From an optimization exercise on the open Yosys and OpenROAD flow, aimed at small area; shortcuts taken in it are not production practice.
Function was checked by simulation only, so behaviour that the tests miss may differ from the original.
No activity file was given, so power comes from the tool's default toggle rates.

==> job 7991: inputs <==
## reservation_station
module reservation_station #(
    parameter int  RS_DEPTH   = 8
)(
    input  logic      clk_i,
    input  logic      rst_i,
    input  logic      recover_i,
    input  logic      disp_valid_i,
    output logic      disp_ready_o,
    input  logic [RS_ENTRY_W-1:0] disp_entry_i,    
    output logic      issue_valid_o,
    input  logic      issue_ready_i,
    output logic [RS_ENTRY_W-1:0] issue_entry_o,   
    input  logic       cdb_valid_i,
    input  logic [6:0] cdb_tag_i
);
==> module rs_slot_next, before the edit <==
module rs_slot_next
#(
    parameter W = 1
)(
    input  logic [W-1:0] wdata,
    input  logic         we,
    input  logic         we_n,
    input  logic [W-1:0] q,
    output logic [W-1:0] d
);
    assign d = (wdata & {W{we}}) | (q & {W{we_n}});
endmodule
==> module rs_issue_mux, before the edit <==
module rs_issue_mux
#(
    parameter W = 1
)(
    input  logic [8*W-1:0] d,        
    input  logic [7:0]     sel,      
    output logic [W-1:0]   q
);
    logic [W-1:0] t [8];
    always_comb begin
        for (int i = 0; i < 8; i++)
            t[i] = d[i*W +: W] & {W{sel[i]}};
    end
    wire [W-1:0] g0 = t[0] | t[1] | t[2];
    wire [W-1:0] g1 = t[3] | t[4] | t[5];
    wire [W-1:0] g2 = t[6] | t[7];
    assign q = g0 | g1 | g2;
endmodule
==> module reservation_station, before the edit <==
module reservation_station #(
    parameter int  RS_DEPTH   = 8
)(
    input  logic      clk_i,
    input  logic      rst_i,
    input  logic      recover_i,
    input  logic      disp_valid_i,
    output logic      disp_ready_o,
    input  logic [RS_ENTRY_W-1:0] disp_entry_i,    
    output logic      issue_valid_o,
    input  logic      issue_ready_i,
    output logic [RS_ENTRY_W-1:0] issue_entry_o,   
    input  logic       cdb_valid_i,
    input  logic [6:0] cdb_tag_i
);
    localparam int PW = RS_ENTRY_W - 3;             
    localparam int IW = $clog2(RS_DEPTH);
    logic [PW-1:0]       pay [RS_DEPTH];            
    logic [RS_DEPTH-1:0] val, rdy1, rdy2;
    logic                hold_valid;
    logic [IW-1:0]       hold_idx;
    wire [PW-1:0] din = {disp_entry_i[RS_ENTRY_W-2:16], disp_entry_i[13:0]};
    logic [RS_DEPTH-1:0] free_oh;
    logic                have_free;
    always_comb begin
        have_free = 1'b0;
        free_oh   = '0;
        for (int i = RS_DEPTH-1; i >= 0; i--) begin
            if (!val[i] && !have_free) begin
                have_free  = 1'b1;
                free_oh[i] = 1'b1;
            end
        end
    end
    assign disp_ready_o = have_free && !recover_i;
    wire do_insert = disp_valid_i && disp_ready_o;
    wire [RS_DEPTH-1:0] ins = do_insert ? free_oh : '0;
    wire [RS_DEPTH-1:0] ready_vec = val & rdy1 & rdy2;
    logic [IW-1:0] issue_idx;
    logic          have_issue;
    prioritydecoder #(.WIDTH(RS_DEPTH)) u_dec_issue (
        .in   (ready_vec),
        .out  (issue_idx),
        .valid(have_issue)
    );
    assign issue_valid_o = hold_valid && !recover_i;
    wire do_issue = issue_valid_o && issue_ready_i;
    logic [RS_DEPTH-1:0] hold_sel;
    always_comb begin
        for (int i = 0; i < RS_DEPTH; i++)
            hold_sel[i] = hold_valid && (hold_idx == IW'(i));
    end
    logic [PW-1:0] out_pay;
    rs_issue_mux #(.W(PW)) u_issue_mux (
        .d  ({pay[7], pay[6], pay[5], pay[4], pay[3], pay[2], pay[1], pay[0]}),
        .sel(hold_sel),
        .q  (out_pay)
    );
    assign issue_entry_o = {hold_valid, out_pay[PW-1:14], hold_valid, hold_valid, out_pay[13:0]};
    always_ff @(posedge clk_i or posedge rst_i) begin
        if (rst_i) begin
            val        <= '0;
            hold_valid <= 1'b0;
        end else if (recover_i) begin
            val        <= '0;
            hold_valid <= 1'b0;
        end else begin
            val <= (val & ~(do_issue ? hold_sel : '0)) | ins;
            if (hold_valid) hold_valid <= !issue_ready_i;
            else            hold_valid <= have_issue;
        end
    end
    always_ff @(posedge clk_i) begin
        if (!hold_valid) hold_idx <= issue_idx;
    end
    always_ff @(posedge clk_i) begin
        for (int i = 0; i < RS_DEPTH; i++) begin
            if (ins[i]) begin
                rdy1[i] <= disp_entry_i[15];
                rdy2[i] <= disp_entry_i[14];
            end else if (cdb_valid_i) begin
                if (pay[i][13:7] == cdb_tag_i) rdy1[i] <= 1'b1;
                if (pay[i][6:0]  == cdb_tag_i) rdy2[i] <= 1'b1;
            end
        end
    end
    logic [PW-1:0] pay_d [RS_DEPTH];
    for (genvar g = 0; g < RS_DEPTH; g++) begin : g_slot
        rs_slot_next #(.W(PW)) u_next (
            .wdata(din),
            .we   (ins[g]),
            .we_n (~ins[g]),
            .q    (pay[g]),
            .d    (pay_d[g])
        );
    end
    always_ff @(posedge clk_i) begin
        for (int i = 0; i < RS_DEPTH; i++)
            pay[i] <= pay_d[i];
    end
endmodule
export LEC_CHECK = 0
export CAP_MARGIN = 20
export CORE_MARGIN = 4
export CORE_UTILIZATION = 70
export PLACE_DENSITY = 0.85
export SLEW_MARGIN = 20
export SYNTH_HIERARCHICAL = 1
create_clock -name core_clock -period 10.0 [get_ports {clk_i}]
standard.sh (not shown) runs the stock make flow with config.mk's settings and CLKGATE_MAP_FILE= SYNTH_SCRIPT=/design/flow/synth_recipe.tcl, a recipe that flattens the netlist after the stock synthesis.
==> flow/flow/run.sh <==
#!/bin/bash
# Standard layout (standard.sh, all steps), with three changes:
#  - synthesis is the standard one (same passes, same flip-flop mapping, same
#    flatten and renaming) except for the abc step: the issue mux module is
#    mapped with flow/mux.abc (keeps its grouped AND-OR structure), all other
#    logic with the area-oriented flow/area.abc, instead of the speed script;
#    see flow/synth_area.tcl;
#  - port buffers are sky130_fd_sc_hd__buf_1 instead of the default choice;
#  - CTS uses small clock buffers, small sink clusters and no dummy loads.
# The make output goes to flow.log; ORFS's per-step logs stay under orfs/logs.
set -euo pipefail
W=$PWD
export AREA_ABC_SCRIPT=$W/flow/area.abc
export MUX_ABC_SCRIPT=$W/flow/mux.abc
export BUFFER_PORTS_ARGS="-buffer_cell sky130_fd_sc_hd__buf_1"
export CTS_ARGS="-sink_clustering_enable -repair_clock_nets -dont_use_dummy_load -buf_list sky130_fd_sc_hd__clkbuf_4 -sink_clustering_size 9 -sink_clustering_max_diameter 50"
sed "s#SYNTH_SCRIPT=[^ ]*#SYNTH_SCRIPT=$W/flow/synth_area.tcl#" standard.sh > own_standard.sh
grep -q "SYNTH_SCRIPT=$W/flow/synth_area.tcl" own_standard.sh
bash own_standard.sh > flow.log 2>&1
==> flow/flow/area.abc <==
strash
&get -n
&fraig -x
&put
scorr
dc2
strash
&get -n
&dch -f
&nf -R 1000
&put
topo
stime -c
==> flow/flow/mux.abc <==
strash
&get -n
&nf -R 1000
&put
topo
stime -c
==> flow/flow/synth_area.tcl <==
proc synth {args} { yosys synth -nofsm -noshare {*}$args }
# Same as the standard synthesis, except the abc step: the issue mux module
# (rs_issue_mux) is mapped with a script that keeps its grouped structure
# (MUX_ABC_SCRIPT), every other module with an area-oriented script
# (AREA_ABC_SCRIPT).
proc abc {args} {
  set i [lsearch -exact $args -script]
  set mux_args [lreplace $args [expr {$i+1}] [expr {$i+1}] $::env(MUX_ABC_SCRIPT)]
  set area_args [lreplace $args [expr {$i+1}] [expr {$i+1}] $::env(AREA_ABC_SCRIPT)]
  yosys abc {*}$mux_args {*rs_issue_mux*}
  yosys abc {*}$area_args {*rs_issue_mux*} %n
}
source $::env(SCRIPTS_DIR)/synth.tcl
# left out here: clear keep_hierarchy, flatten, clean up, hide names made inside functions, write 1_2_yosys.v
==> job 3782 (differences from job 7991) <==
--- a/flow/design.v
+++ b/flow/design.v
@@ -204,36 +204,6 @@
         end
     end
 endmodule
-module rs_slot_next
-#(
-    parameter W = 1
-)(
-    input  logic [W-1:0] wdata,
-    input  logic         we,
-    input  logic         we_n,
-    input  logic [W-1:0] q,
-    output logic [W-1:0] d
-);
-    assign d = (wdata & {W{we}}) | (q & {W{we_n}});
-endmodule
-module rs_issue_mux
-#(
-    parameter W = 1
-)(
-    input  logic [8*W-1:0] d,        
-    input  logic [7:0]     sel,      
-    output logic [W-1:0]   q
-);
-    logic [W-1:0] t [8];
-    always_comb begin
-        for (int i = 0; i < 8; i++)
-            t[i] = d[i*W +: W] & {W{sel[i]}};
-    end
-    wire [W-1:0] g0 = t[0] | t[1] | t[2];
-    wire [W-1:0] g1 = t[3] | t[4] | t[5];
-    wire [W-1:0] g2 = t[6] | t[7];
-    assign q = g0 | g1 | g2;
-endmodule
 `timescale 1ns / 1ns
  `timescale 1ns / 1ns
 module reservation_station #(
@@ -289,11 +259,11 @@
             hold_sel[i] = hold_valid && (hold_idx == IW'(i));
     end
     logic [PW-1:0] out_pay;
-    rs_issue_mux #(.W(PW)) u_issue_mux (
-        .d  ({pay[7], pay[6], pay[5], pay[4], pay[3], pay[2], pay[1], pay[0]}),
-        .sel(hold_sel),
-        .q  (out_pay)
-    );
+    always_comb begin
+        out_pay = '0;
+        for (int i = 0; i < RS_DEPTH; i++)
+            out_pay = out_pay | (pay[i] & {PW{hold_sel[i]}});
+    end
     assign issue_entry_o = {hold_valid, out_pay[PW-1:14], hold_valid, hold_valid, out_pay[13:0]};
     always_ff @(posedge clk_i or posedge rst_i) begin
         if (rst_i) begin
@@ -322,18 +292,8 @@
             end
         end
     end
-    logic [PW-1:0] pay_d [RS_DEPTH];
-    for (genvar g = 0; g < RS_DEPTH; g++) begin : g_slot
-        rs_slot_next #(.W(PW)) u_next (
-            .wdata(din),
-            .we   (ins[g]),
-            .we_n (~ins[g]),
-            .q    (pay[g]),
-            .d    (pay_d[g])
-        );
-    end
     always_ff @(posedge clk_i) begin
         for (int i = 0; i < RS_DEPTH; i++)
-            pay[i] <= pay_d[i];
+            if (ins[i]) pay[i] <= din;
     end
 endmodule
==> flow/run.sh (new file) <==
#!/bin/bash
# synth_recipe.tcl (not shown) runs the flow's synth.tcl, then flattens the netlist and writes it again
# the make line also repeats each setting of config.mk as NAME=value (left out here)
make -C /OpenROAD-flow-scripts/flow DESIGN_CONFIG=/design/flow/config.mk WORK_HOME=/design/flow/orfs CLKGATE_MAP_FILE= SYNTH_SCRIPT=/design/flow/synth_recipe.tcl finish
--- a/flow/config.mk
+++ b/flow/config.mk
@@ -7,7 +7,6 @@
 export LEC_CHECK = 0
 export CAP_MARGIN = 20
 export CORE_MARGIN = 4
-export CORE_UTILIZATION = 70
-export PLACE_DENSITY = 0.85
+export CORE_UTILIZATION = 35
+export PLACE_DENSITY = 0.55
 export SLEW_MARGIN = 20
-export SYNTH_HIERARCHICAL = 1
removed: flow/flow/run.sh
removed: flow/flow/area.abc
removed: flow/flow/mux.abc
removed: flow/flow/synth_area.tcl
removed: flow/standard.sh
==> job 6748 (differences from job 7991) <==
--- a/flow/design.v
+++ b/flow/design.v
@@ -216,24 +216,6 @@
 );
     assign d = (wdata & {W{we}}) | (q & {W{we_n}});
 endmodule
-module rs_issue_mux
-#(
-    parameter W = 1
-)(
-    input  logic [8*W-1:0] d,        
-    input  logic [7:0]     sel,      
-    output logic [W-1:0]   q
-);
-    logic [W-1:0] t [8];
-    always_comb begin
-        for (int i = 0; i < 8; i++)
-            t[i] = d[i*W +: W] & {W{sel[i]}};
-    end
-    wire [W-1:0] g0 = t[0] | t[1] | t[2];
-    wire [W-1:0] g1 = t[3] | t[4] | t[5];
-    wire [W-1:0] g2 = t[6] | t[7];
-    assign q = g0 | g1 | g2;
-endmodule
 `timescale 1ns / 1ns
  `timescale 1ns / 1ns
 module reservation_station #(
@@ -289,11 +271,11 @@
             hold_sel[i] = hold_valid && (hold_idx == IW'(i));
     end
     logic [PW-1:0] out_pay;
-    rs_issue_mux #(.W(PW)) u_issue_mux (
-        .d  ({pay[7], pay[6], pay[5], pay[4], pay[3], pay[2], pay[1], pay[0]}),
-        .sel(hold_sel),
-        .q  (out_pay)
-    );
+    always_comb begin
+        out_pay = '0;
+        for (int i = 0; i < RS_DEPTH; i++)
+            out_pay = out_pay | (pay[i] & {PW{hold_sel[i]}});
+    end
     assign issue_entry_o = {hold_valid, out_pay[PW-1:14], hold_valid, hold_valid, out_pay[13:0]};
     always_ff @(posedge clk_i or posedge rst_i) begin
         if (rst_i) begin
==> flow/flow/run.sh (replaced) <==
#!/bin/bash
# Standard layout (standard.sh, all steps), with three changes:
#  - synthesis is the standard one (same passes, same flip-flop mapping, same
#    flatten and renaming) except that abc maps the logic with an area-oriented
#    script (flow/area.abc) instead of the speed script; see flow/synth_area.tcl;
#  - port buffers are sky130_fd_sc_hd__buf_1 instead of the default choice;
#  - CTS uses small clock buffers, small sink clusters and no dummy loads.
# The make output goes to flow.log; ORFS's per-step logs stay under orfs/logs.
set -euo pipefail
W=$PWD
export AREA_ABC_SCRIPT=$W/flow/area.abc
export BUFFER_PORTS_ARGS="-buffer_cell sky130_fd_sc_hd__buf_1"
export CTS_ARGS="-sink_clustering_enable -repair_clock_nets -dont_use_dummy_load -buf_list sky130_fd_sc_hd__clkbuf_4 -sink_clustering_size 8 -sink_clustering_max_diameter 50"
sed "s#SYNTH_SCRIPT=[^ ]*#SYNTH_SCRIPT=$W/flow/synth_area.tcl#" standard.sh > own_standard.sh
grep -q "SYNTH_SCRIPT=$W/flow/synth_area.tcl" own_standard.sh
bash own_standard.sh > flow.log 2>&1
==> flow/flow/synth_area.tcl (replaced) <==
proc synth {args} { yosys synth -nofsm -noshare {*}$args }
# Same as the standard synthesis, but abc maps with an area-oriented script.
proc abc {args} {
  set i [lsearch -exact $args -script]
  if {$i >= 0} { set args [lreplace $args [expr {$i+1}] [expr {$i+1}] $::env(AREA_ABC_SCRIPT)] }
  yosys abc {*}$args
}
source $::env(SCRIPTS_DIR)/synth.tcl
# left out here: clear keep_hierarchy, flatten, clean up, hide names made inside functions, write 1_2_yosys.v
--- a/flow/config.mk
+++ b/flow/config.mk
@@ -7,7 +7,7 @@
 export LEC_CHECK = 0
 export CAP_MARGIN = 20
 export CORE_MARGIN = 4
-export CORE_UTILIZATION = 70
-export PLACE_DENSITY = 0.85
+export CORE_UTILIZATION = 35
+export PLACE_DENSITY = 0.55
 export SLEW_MARGIN = 20
 export SYNTH_HIERARCHICAL = 1
removed: flow/flow/mux.abc
==> notes <==
Design area, highest first: job 3782, job 6748, job 7991. In job 3782 the clock power is larger than in job 7991, by about 110%. Synthesized cell count: job 6748 > job 7991 > job 3782. Register-to-register slack: job 7991 < job 6748 < job 3782.

-- re-timing with driven ports --
How much do the figures lean on ideal ports? The routed layouts below were timed once more, with nothing changed but the port constraints. Step 1 assumes that a clkbuf_16 drives the clock port and a buf_2 every other input. Step 2 moves the port delays by t, midway between the first and last clock arrival at a register: inputs arrive t later, outputs are due t later. That takes back most of the time a late clock gives input paths. Three values: ideal ports, drivers, drivers and shift; two values: the first two.
run	t (ns)	setup slack, ns	worst data-port slew with drivers (ns)	cell pins on the clock port's net
job 7991	1.122	3.289 / 3.224 / 3.953	0.15	1
job 3782	0.853	3.221 / 3.147 / 3.982	0.15	1
job 6748	1.298	3.119 / 3.046 / 3.841	0.15	1
After both steps setup and hold are still met in every run listed.
